Context: an optimization exercise on an open-source flow, tuned for small area and a short achievable clock period. The choices shown serve that exercise and are no tape-out recipe.
In this exercise RTL edits were held to simulation tests only and were not proved equivalent to the original.
No activity file was given, so power comes from the tool's default toggle rates.

==> flow/design.v <==
`timescale 1ns/10ps
module CS(Y, X, reset, clk);
input clk, reset;
input [7:0] X;
output [9:0] Y;
reg [7:0] w [1:9];      
reg [9:1] v;            
reg [7:0] M;            
reg [3:0] R;            
reg [9:1] sel;          
reg [35:0] g;           
function integer idx;   
    input integer i, j;
    idx = (i - 1) * 9 - (i * (i - 1)) / 2 + (j - i) - 1;
endfunction
function [4:0] mod9t;
    input [7:0] v;
    mod9t = {3'b0, v[7:6]} + {2'b0, v[2:0]} + {2'b0, ~v[5:3]};
endfunction
function [4:0] mod9p;
    input [7:0] v;
    mod9p = {v[7:6], 3'b0} - {3'b0, v[7:6]} + {2'b0, v[5:3]};
endfunction
wire [7:0] x9 = v[9] ? w[9] : 8'd0;
wire [4:0] t9 = mod9t(x9);
wire [4:0] p9 = mod9p(x9);
wire t9_lo = t9 < 5'd7;                       
wire t9_hi = t9 > 5'd15;                      
wire [4:0] r9 = t9_lo ? t9 + 5'd2 : t9_hi ? t9 - 5'd16 : t9 - 5'd7;    
wire [7:0] B = M - {3'd0, p9} - {7'd0, t9_hi} + {7'd0, t9_lo} - 8'd2;  
wire [3:0] E = 4'd8 - r9[3:0];
wire [4:0] tx = mod9t(X);
wire [4:0] px = mod9p(X);
wire [5:0] z = {2'b0, R} + {2'b0, E} + {1'b0, tx};
wire [2:0] kp = (z < 6'd6) ? 3'd0 : (z < 6'd15) ? 3'd1 : (z < 6'd24) ? 3'd2 :
                (z < 6'd33) ? 3'd3 : 3'd4;
wire [5:0] Rz = z + 6'd3 - {kp, 3'b0} - {3'b0, kp};
wire [7:0] M_nxt = B + {3'd0, px} + {5'd0, kp};
wire [3:0] R_nxt = Rz[3:0];
wire [9:1] v_nxt = reset ? 9'd0 : {v[8:1], 1'b1};
wire [7:0] M_new = reset ? 8'd0 : M_nxt;
wire [7:0] wn [1:9];    
assign wn[1] = X;
genvar gi;
generate
    for (gi = 2; gi <= 9; gi = gi + 1) begin : shift
        assign wn[gi] = w[gi-1];
    end
endgenerate
wire [9:1] q_nxt;       
wire [35:0] g_nxt;      
wire [9:1] sel_nxt;
genvar gj;
generate
    for (gi = 1; gi <= 9; gi = gi + 1) begin : qual
        assign q_nxt[gi] = v_nxt[gi] & (wn[gi] <= M_new);
    end
    for (gj = 2; gj <= 9; gj = gj + 1) begin : order_new
        assign g_nxt[idx(1, gj)] = (X >= w[gj-1]);
    end
    for (gi = 1; gi <= 7; gi = gi + 1) begin : order_old
        for (gj = gi + 1; gj <= 8; gj = gj + 1) begin : pair
            assign g_nxt[idx(gi + 1, gj + 1)] = g[idx(gi, gj)];
        end
    end
    for (gi = 1; gi <= 9; gi = gi + 1) begin : pick
        wire [9:1] ok;
        for (gj = 1; gj <= 9; gj = gj + 1) begin : other
            if (gj < gi) begin : older
                assign ok[gj] = ~q_nxt[gj] | ~g_nxt[idx(gj, gi)];
            end else if (gj > gi) begin : newer
                assign ok[gj] = ~q_nxt[gj] | g_nxt[idx(gi, gj)];
            end else begin : self
                assign ok[gj] = q_nxt[gj];
            end
        end
        assign sel_nxt[gi] = &ok;
    end
endgenerate
integer k2;
always @(posedge clk) begin
    if (reset) begin
        M <= 8'd0;
        R <= 4'd0;
    end else begin
        M <= M_nxt;
        R <= R_nxt;
    end
    v <= v_nxt;
    sel <= sel_nxt;
    g <= g_nxt;
    for (k2 = 1; k2 <= 9; k2 = k2 + 1) w[k2] <= wn[k2];
end
reg [7:0] A;
integer m;
always @* begin
    A = 8'd0;
    for (m = 1; m <= 9; m = m + 1) A = A | (w[m] & {8{sel[m]}});
end
wire [8:0] U = {1'b0, M} + {1'b0, A};
wire [9:0] T = {1'b0, U} + {6'd0, R};
assign Y = {1'b0, U} + {3'd0, T[9:3]};
endmodule
==> flow/config.mk <==
export PLATFORM = sky130hd
export DESIGN_NAME = CS
export DESIGN_NICKNAME = CS
export VERILOG_FILES = /design/flow/design.v
export SDC_FILE = /design/flow/constraint.sdc
export NUM_CORES = 4
export LEC_CHECK = 0
export CAP_MARGIN = 20
export CORE_MARGIN = 2
export CORE_UTILIZATION = 40
export SLEW_MARGIN = 20
==> flow/constraint.sdc <==
create_clock -name core_clock -period 16.0 [get_ports {clk}]
set_input_delay 3.2000 -clock core_clock [delete_from_list [all_inputs] [get_ports {clk}]]
set_output_delay 3.2000 -clock core_clock [all_outputs]
set_load 0.01 [all_outputs]
standard.sh (not shown) runs the stock make flow with config.mk's settings and CLKGATE_MAP_FILE= SYNTH_SCRIPT=/design/flow/synth_recipe.tcl, a recipe that flattens the netlist after the stock synthesis.
==> flow/flow/run.sh <==
#!/bin/bash
# Own layout flow: the standard ORFS flow (standard.sh), with
#  - synthesis mapped by an area-oriented ABC script (flow/abc.script) and
#    without extracting full/half-adder cells,
#  - a setup margin so that repair_timing aims below the clock period.
# Each step's full output goes to its own log file in this folder.
set -uo pipefail
SYNTH_VARS="ABC_AREA=1 ADDER_MAP_FILE= ABC_CLOCK_PERIOD_IN_PS=5000 SYNTH_OPERATIONS_ARGS=-noabc"
LAYOUT_VARS=(SETUP_SLACK_MARGIN=0 "BUFFER_PORTS_ARGS=-buffer_cell sky130_fd_sc_hd__buf_2" "CTS_ARGS=-sink_clustering_enable -repair_clock_nets -dont_use_dummy_load -sink_clustering_size 30 -sink_clustering_max_diameter 100")
rm -rf myscripts
cp -r "$FLOW_HOME/scripts" myscripts
cp flow/abc.script myscripts/abc_area.script
bash standard.sh SCRIPTS_DIR="$PWD/myscripts" $SYNTH_VARS synth > synth.log 2>&1 || exit 1
bash standard.sh "${LAYOUT_VARS[@]}" finish > layout.log 2>&1 || exit 1
==> flow/flow/abc.script <==
strash
dc2
dch -f
map -a
topo
stime -c
buffer -c
upsize -c
dnsize -c
Rerun with:
--- a/flow/flow/run.sh
+++ b/flow/flow/run.sh
@@ -8,3 +8,3 @@
 SYNTH_VARS="ABC_AREA=1 ADDER_MAP_FILE= ABC_CLOCK_PERIOD_IN_PS=5000 SYNTH_OPERATIONS_ARGS=-noabc"
-LAYOUT_VARS=(SETUP_SLACK_MARGIN=0 "BUFFER_PORTS_ARGS=-buffer_cell sky130_fd_sc_hd__buf_2" "CTS_ARGS=-sink_clustering_enable -repair_clock_nets -dont_use_dummy_load -sink_clustering_size 30 -sink_clustering_max_diameter 100")
+LAYOUT_VARS=(SETUP_SLACK_MARGIN=7.5 "BUFFER_PORTS_ARGS=-buffer_cell sky130_fd_sc_hd__buf_2" "CTS_ARGS=-sink_clustering_enable -repair_clock_nets -dont_use_dummy_load -sink_clustering_size 30 -sink_clustering_max_diameter 100")
 rm -rf myscripts
=>
- utilization goes up by 2.6 points
- sequential share of layout area goes down by 1.7 points
- total power goes up by 10%
- cell area goes up by 5.8%
- via count goes up by 2.0%
- register-to-register slack gets better by 0.05 ns
- count of clock-buffer cells in the layout is unchanged
- sequential power is about the same
- die area is unchanged
- synthesized area stays the same

========
RTL: the design.v shown in full above, as it stands there.
export LEC_CHECK = 0
export CAP_MARGIN = 20
export CORE_MARGIN = 2
export CORE_UTILIZATION = 40
export SLEW_MARGIN = 20
create_clock -name core_clock -period 16.0 [get_ports {clk}]
==> flow/flow/run.sh <==
#!/bin/bash
# Own layout flow: the standard ORFS flow (standard.sh), with
#  - synthesis mapped by an area-oriented ABC script (flow/abc.script) and
#    without extracting full/half-adder cells,
#  - a setup margin so that repair_timing aims below the clock period.
# Each step's full output goes to its own log file in this folder.
set -uo pipefail
SYNTH_VARS="ABC_AREA=1 ADDER_MAP_FILE= ABC_CLOCK_PERIOD_IN_PS=5000 SYNTH_OPERATIONS_ARGS=-noabc"
LAYOUT_VARS=(SETUP_SLACK_MARGIN=7.5 "BUFFER_PORTS_ARGS=-buffer_cell sky130_fd_sc_hd__buf_2" "CTS_ARGS=-sink_clustering_enable -repair_clock_nets -dont_use_dummy_load -sink_clustering_size 30 -sink_clustering_max_diameter 100 -buf_list sky130_fd_sc_hd__clkbuf_8 -root_buf sky130_fd_sc_hd__clkbuf_16")
rm -rf myscripts
cp -r "$FLOW_HOME/scripts" myscripts
cp flow/abc.script myscripts/abc_area.script
bash standard.sh SCRIPTS_DIR="$PWD/myscripts" $SYNTH_VARS synth > synth.log 2>&1 || exit 1
bash standard.sh "${LAYOUT_VARS[@]}" finish > layout.log 2>&1 || exit 1
Scripts as last shown in full above: flow/flow/abc.script
The first run went through all stages and came out clean.
==> next run, changes <==
--- a/flow/flow/run.sh
+++ b/flow/flow/run.sh
@@ -7,5 +7,5 @@
 set -uo pipefail
 SYNTH_VARS="ABC_AREA=1 ADDER_MAP_FILE= ABC_CLOCK_PERIOD_IN_PS=5000 SYNTH_OPERATIONS_ARGS=-noabc"
-LAYOUT_VARS=(SETUP_SLACK_MARGIN=7.5 "BUFFER_PORTS_ARGS=-buffer_cell sky130_fd_sc_hd__buf_2" "CTS_ARGS=-sink_clustering_enable -repair_clock_nets -dont_use_dummy_load -sink_clustering_size 30 -sink_clustering_max_diameter 100 -buf_list sky130_fd_sc_hd__clkbuf_8 -root_buf sky130_fd_sc_hd__clkbuf_16")
+LAYOUT_VARS=(SETUP_SLACK_MARGIN=0)
 rm -rf myscripts
 cp -r "$FLOW_HOME/scripts" myscripts
After rerunning:
- The new run completed with no timing, DRC or antenna violations
- worst setup slack loses 1.1 ns
- total power climbs by a few percent
- count of clock-buffer cells in the layout climbs by 2
- global-route usage barely changes

========
CS, a different RTL version from the one above (not shown whole).
Size in the first run: about 130 flip-flops, ~20 I/O pins, roughly 8200 um^2 of cells after synthesis.
Design CS, start of the top module:
module CS(Y, X, reset, clk);
input clk, reset;
input [7:0] X;
output [9:0] Y;
reg [7:0] w [1:9];      
reg [9:1] v;            
reg [11:0] S;           
reg [9:1] sel;          
reg [35:0] g;           
function integer idx;   
    input integer i, j;
    idx = (i - 1) * 9 - (i * (i - 1)) / 2 + (j - i) - 1;
endfunction
wire [7:0] x9 = v[9] ? w[9] : 8'd0;
wire [11:0] P = S - {4'd0, x9};               
wire [11:0] S_nxt = P + {4'd0, X};
wire [9:1] v_nxt = reset ? 9'd0 : {v[8:1], 1'b1};
wire [7:0] wn [1:9];    
assign wn[1] = X;
genvar gi, gj;
generate
    for (gi = 2; gi <= 9; gi = gi + 1) begin : shift
        assign wn[gi] = w[gi-1];
    end
endgenerate
wire [9:1] q_nxt;       
wire [35:0] g_nxt;      
wire [9:1] sel_nxt;
generate
    assign q_nxt[1] = v_nxt[1] & ({1'b0, X, 3'd0} <= {1'b0, P});
    for (gi = 2; gi <= 9; gi = gi + 1) begin : qual
  ...
export LEC_CHECK = 0
export CAP_MARGIN = 20
export CORE_MARGIN = 2
export CORE_UTILIZATION = 40
export SLEW_MARGIN = 20
create_clock -name core_clock -period 16.0 [get_ports {clk}]
==> flow/flow/run.sh <==
#!/bin/bash
# Own layout flow: the standard ORFS flow (standard.sh), with
#  - synthesis mapped by an area-oriented ABC script (flow/abc.script) and
#    without extracting full/half-adder cells,
#  - a setup margin so that repair_timing aims below the clock period.
# Each step's full output goes to its own log file in this folder.
set -uo pipefail
SYNTH_VARS="ABC_AREA=1 ADDER_MAP_FILE= ABC_CLOCK_PERIOD_IN_PS=5000"
LAYOUT_VARS=(SETUP_SLACK_MARGIN=8.5 CORE_UTILIZATION=65 PLACE_DENSITY=0.75 GPL_TIMING_DRIVEN=1 "BUFFER_PORTS_ARGS=-buffer_cell sky130_fd_sc_hd__buf_2" "CTS_ARGS=-sink_clustering_enable -repair_clock_nets -dont_use_dummy_load -sink_clustering_size 30 -sink_clustering_max_diameter 100 -buf_list sky130_fd_sc_hd__clkbuf_8 -root_buf sky130_fd_sc_hd__clkbuf_16")
rm -rf myscripts
cp -r "$FLOW_HOME/scripts" myscripts
cp flow/abc.script myscripts/abc_area.script
bash standard.sh SCRIPTS_DIR="$PWD/myscripts" $SYNTH_VARS synth > synth.log 2>&1 || exit 1
bash standard.sh "${LAYOUT_VARS[@]}" finish > layout.log 2>&1 || exit 1
Scripts as last shown in full above: flow/flow/abc.script
The baseline completed without violations.
Next try:
--- a/flow/flow/run.sh
+++ b/flow/flow/run.sh
@@ -7,5 +7,5 @@
 set -uo pipefail
 SYNTH_VARS="ABC_AREA=1 ADDER_MAP_FILE= ABC_CLOCK_PERIOD_IN_PS=5000"
-LAYOUT_VARS=(SETUP_SLACK_MARGIN=8.5 CORE_UTILIZATION=65 PLACE_DENSITY=0.75 GPL_TIMING_DRIVEN=1 "BUFFER_PORTS_ARGS=-buffer_cell sky130_fd_sc_hd__buf_2" "CTS_ARGS=-sink_clustering_enable -repair_clock_nets -dont_use_dummy_load -sink_clustering_size 30 -sink_clustering_max_diameter 100 -buf_list sky130_fd_sc_hd__clkbuf_8 -root_buf sky130_fd_sc_hd__clkbuf_16")
+LAYOUT_VARS=(SETUP_SLACK_MARGIN=8.5 "BUFFER_PORTS_ARGS=-buffer_cell sky130_fd_sc_hd__buf_2" "CTS_ARGS=-sink_clustering_enable -repair_clock_nets -dont_use_dummy_load -sink_clustering_size 30 -sink_clustering_max_diameter 100 -buf_list sky130_fd_sc_hd__clkbuf_8 -root_buf sky130_fd_sc_hd__clkbuf_16")
 rm -rf myscripts
 cp -r "$FLOW_HOME/scripts" myscripts
==> flow/flow/abc.script (replaced) <==
strash
dc2
dch -f
map -a
topo
stime -c
buffer -c
upsize -c
dnsize -c
strash
dch -f
map -a
topo
stime -c
buffer -c
upsize -c
dnsize -c
Outcome: The changed run went through all stages and came out clean; first-iteration DRC count went down by a quarter to a third; routed wire length grows by a few percent; clock-buffer cell count stays the same; die area climbs by well over a third; design area is about the same; sequential power is about the same; register-to-register slack is better by 0.09 ns; core utilization shrinks by 26 points; total power fell by a little under a tenth; synthesized area drops slightly; worst setup slack is better by 0.0031 ns.
Next try:
--- a/flow/flow/run.sh
+++ b/flow/flow/run.sh
@@ -7,5 +7,5 @@
 set -uo pipefail
 SYNTH_VARS="ABC_AREA=1 ADDER_MAP_FILE= ABC_CLOCK_PERIOD_IN_PS=5000"
-LAYOUT_VARS=(SETUP_SLACK_MARGIN=8.5 "BUFFER_PORTS_ARGS=-buffer_cell sky130_fd_sc_hd__buf_2" "CTS_ARGS=-sink_clustering_enable -repair_clock_nets -dont_use_dummy_load -sink_clustering_size 30 -sink_clustering_max_diameter 100 -buf_list sky130_fd_sc_hd__clkbuf_8 -root_buf sky130_fd_sc_hd__clkbuf_16")
+LAYOUT_VARS=(SETUP_SLACK_MARGIN=8.5 CORE_UTILIZATION=65 PLACE_DENSITY=0.75 "BUFFER_PORTS_ARGS=-buffer_cell sky130_fd_sc_hd__buf_2" "CTS_ARGS=-sink_clustering_enable -repair_clock_nets -dont_use_dummy_load -sink_clustering_size 30 -sink_clustering_max_diameter 100 -buf_list sky130_fd_sc_hd__clkbuf_8 -root_buf sky130_fd_sc_hd__clkbuf_16")
 rm -rf myscripts
 cp -r "$FLOW_HOME/scripts" myscripts
==> flow/flow/abc.script (replaced) <==
strash
dc2
dch -f
map -a
topo
stime -c
buffer -c
upsize -c
dnsize -c
After rerunning: Routed wire length came out lower by a few percent. Synthesized area came out higher slightly. Final area is about the same. Sequential power hardly moves. Cell count came out lower by a few percent.
Next try:
--- a/flow/flow/run.sh
+++ b/flow/flow/run.sh
@@ -7,5 +7,5 @@
 set -uo pipefail
 SYNTH_VARS="ABC_AREA=1 ADDER_MAP_FILE= ABC_CLOCK_PERIOD_IN_PS=5000"
-LAYOUT_VARS=(SETUP_SLACK_MARGIN=8.5 CORE_UTILIZATION=65 PLACE_DENSITY=0.75 "BUFFER_PORTS_ARGS=-buffer_cell sky130_fd_sc_hd__buf_2" "CTS_ARGS=-sink_clustering_enable -repair_clock_nets -dont_use_dummy_load -sink_clustering_size 30 -sink_clustering_max_diameter 100 -buf_list sky130_fd_sc_hd__clkbuf_8 -root_buf sky130_fd_sc_hd__clkbuf_16")
+LAYOUT_VARS=(SETUP_SLACK_MARGIN=9.5 "BUFFER_PORTS_ARGS=-buffer_cell sky130_fd_sc_hd__buf_2" "CTS_ARGS=-sink_clustering_enable -repair_clock_nets -dont_use_dummy_load -sink_clustering_size 30 -sink_clustering_max_diameter 100 -buf_list sky130_fd_sc_hd__clkbuf_8 -root_buf sky130_fd_sc_hd__clkbuf_16")
 rm -rf myscripts
 cp -r "$FLOW_HOME/scripts" myscripts
The new run ran to the end with no violations.
Cell area came out higher by about a fifth.
Area after synthesis stays the same.
Worst setup slack gains 0.51 ns.
Total power is higher by a quarter to a third.
Non-clock buffer count climbs by 79.
Sequential power went up slightly.
Utilization decreases by 20 points.
First-iteration DRC count falls by a quarter to a third.
Global-route usage shrinks by 13 points.
Wire length went up by about a fifth.
Next try:
--- a/flow/flow/run.sh
+++ b/flow/flow/run.sh
@@ -6,6 +6,6 @@
 # Each step's full output goes to its own log file in this folder.
 set -uo pipefail
-SYNTH_VARS="ABC_AREA=1 ADDER_MAP_FILE= ABC_CLOCK_PERIOD_IN_PS=5000"
-LAYOUT_VARS=(SETUP_SLACK_MARGIN=9.5 "BUFFER_PORTS_ARGS=-buffer_cell sky130_fd_sc_hd__buf_2" "CTS_ARGS=-sink_clustering_enable -repair_clock_nets -dont_use_dummy_load -sink_clustering_size 30 -sink_clustering_max_diameter 100 -buf_list sky130_fd_sc_hd__clkbuf_8 -root_buf sky130_fd_sc_hd__clkbuf_16")
+SYNTH_VARS="ABC_AREA=1 ADDER_MAP_FILE= ABC_CLOCK_PERIOD_IN_PS=5000 SYNTH_OPERATIONS_ARGS=-noabc"
+LAYOUT_VARS=(SETUP_SLACK_MARGIN=7.5 "BUFFER_PORTS_ARGS=-buffer_cell sky130_fd_sc_hd__buf_2" "CTS_ARGS=-sink_clustering_enable -repair_clock_nets -dont_use_dummy_load -sink_clustering_size 30 -sink_clustering_max_diameter 100 -buf_list sky130_fd_sc_hd__clkbuf_8 -root_buf sky130_fd_sc_hd__clkbuf_16")
 rm -rf myscripts
 cp -r "$FLOW_HOME/scripts" myscripts
Outcome:
- non-clock buffer count fell by 77
- utilization went down by 6.7 points
- area after synthesis is lower by 1.3%
- worst hold slack hardly moves
Next try:
--- a/flow/flow/run.sh
+++ b/flow/flow/run.sh
@@ -6,6 +6,6 @@
 # Each step's full output goes to its own log file in this folder.
 set -uo pipefail
-SYNTH_VARS="ABC_AREA=1 ADDER_MAP_FILE= ABC_CLOCK_PERIOD_IN_PS=5000 SYNTH_OPERATIONS_ARGS=-noabc"
-LAYOUT_VARS=(SETUP_SLACK_MARGIN=7.5 "BUFFER_PORTS_ARGS=-buffer_cell sky130_fd_sc_hd__buf_2" "CTS_ARGS=-sink_clustering_enable -repair_clock_nets -dont_use_dummy_load -sink_clustering_size 30 -sink_clustering_max_diameter 100 -buf_list sky130_fd_sc_hd__clkbuf_8 -root_buf sky130_fd_sc_hd__clkbuf_16")
+SYNTH_VARS="ABC_AREA=1 ADDER_MAP_FILE= ABC_CLOCK_PERIOD_IN_PS=5000"
+LAYOUT_VARS=(SETUP_SLACK_MARGIN=8.5 "BUFFER_PORTS_ARGS=-buffer_cell sky130_fd_sc_hd__buf_2" "CTS_ARGS=-sink_clustering_enable -repair_clock_nets -dont_use_dummy_load -sink_clustering_size 30 -sink_clustering_max_diameter 100 -buf_list sky130_fd_sc_hd__clkbuf_8 -root_buf sky130_fd_sc_hd__clkbuf_16")
 rm -rf myscripts
 cp -r "$FLOW_HOME/scripts" myscripts
==> flow/flow/abc.script (replaced) <==
strash
dc2
dch -f
map -a
topo
After rerunning:
- The new run completed with no timing, DRC or antenna violations
- core utilization rose by 2.7 points
- clock power stays flat
- via count came out higher by a few percent
- synthesized cell count drops slightly
- worst setup slack improved by 0.88 ns
- maximum frequency rises by roughly a tenth

[static timing again, ports no longer ideal]
The results above use ideal ports. As a check the final layouts listed here were re-extracted and re-timed, cells and wires unchanged.
Step 1: set_driving_cell puts a clkbuf_16 on clk and a buf_2 on each other input, an assumption about the parent block.
Step 2 times the ports against the registers' clock, not the clock port: input delays grow and output delays shrink by t, the midpoint of the rising clock arrivals with the driver on.
Three values: ideal, step 1, step 2; two values: the first two.
run | t, ns | setup slack, ns | worst hold slack (ns) | worst setup path after step 2 | slew at the worst register clock pin (ns)
the first run of note 1 | 0.452 | 7.088 / 7.112 / 6.660 | 0.351 / 0.351 / 0.351 | input to register | 0.06 / 0.06
the second run of note 1 | 0.454 | 7.646 / 7.624 / 7.170 | 0.348 / 0.348 / 0.348 | input to register | 0.06 / 0.06
the first run of note 2 | 0.403 | 7.642 / 7.621 / 7.218 | 0.351 / 0.351 / 0.351 | input to register | 0.07 / 0.07
the second run of note 2 | 0.454 | 6.592 / 6.612 / 6.159 | 0.349 / 0.349 / 0.349 | input to register | 0.06 / 0.06
the first run of note 3 | 0.414 | 8.899 / 8.857 / 8.660 | 0.367 / 0.367 / 0.367 | input to register | 0.07 / 0.07
the second run of note 3 | 0.415 | 8.903 / 8.867 / 8.511 | 0.337 / 0.337 / 0.337 | input to register | 0.08 / 0.08
the third run of note 3 | 0.414 | 8.899 / 8.857 / 8.660 | 0.367 / 0.367 / 0.367 | input to register | 0.07 / 0.07
the fourth run of note 3 | 0.418 | 9.412 / 9.364 / 8.997 | 0.360 / 0.360 / 0.360 | input to register | 0.09 / 0.09
the fifth run of note 3 | 0.420 | 7.940 / 7.891 / 8.311 | 0.358 / 0.358 / 0.358 | register to output | 0.09 / 0.09
the sixth run of note 3 | 0.413 | 8.815 / 8.796 / 8.424 | 0.360 / 0.360 / 0.360 | input to register | 0.09 / 0.09
After both steps every run listed still meets setup and hold. For the second run of note 1, which loses most, drivers alone change the setup slack by -0.022 ns; drivers and shift together by -0.476 ns.
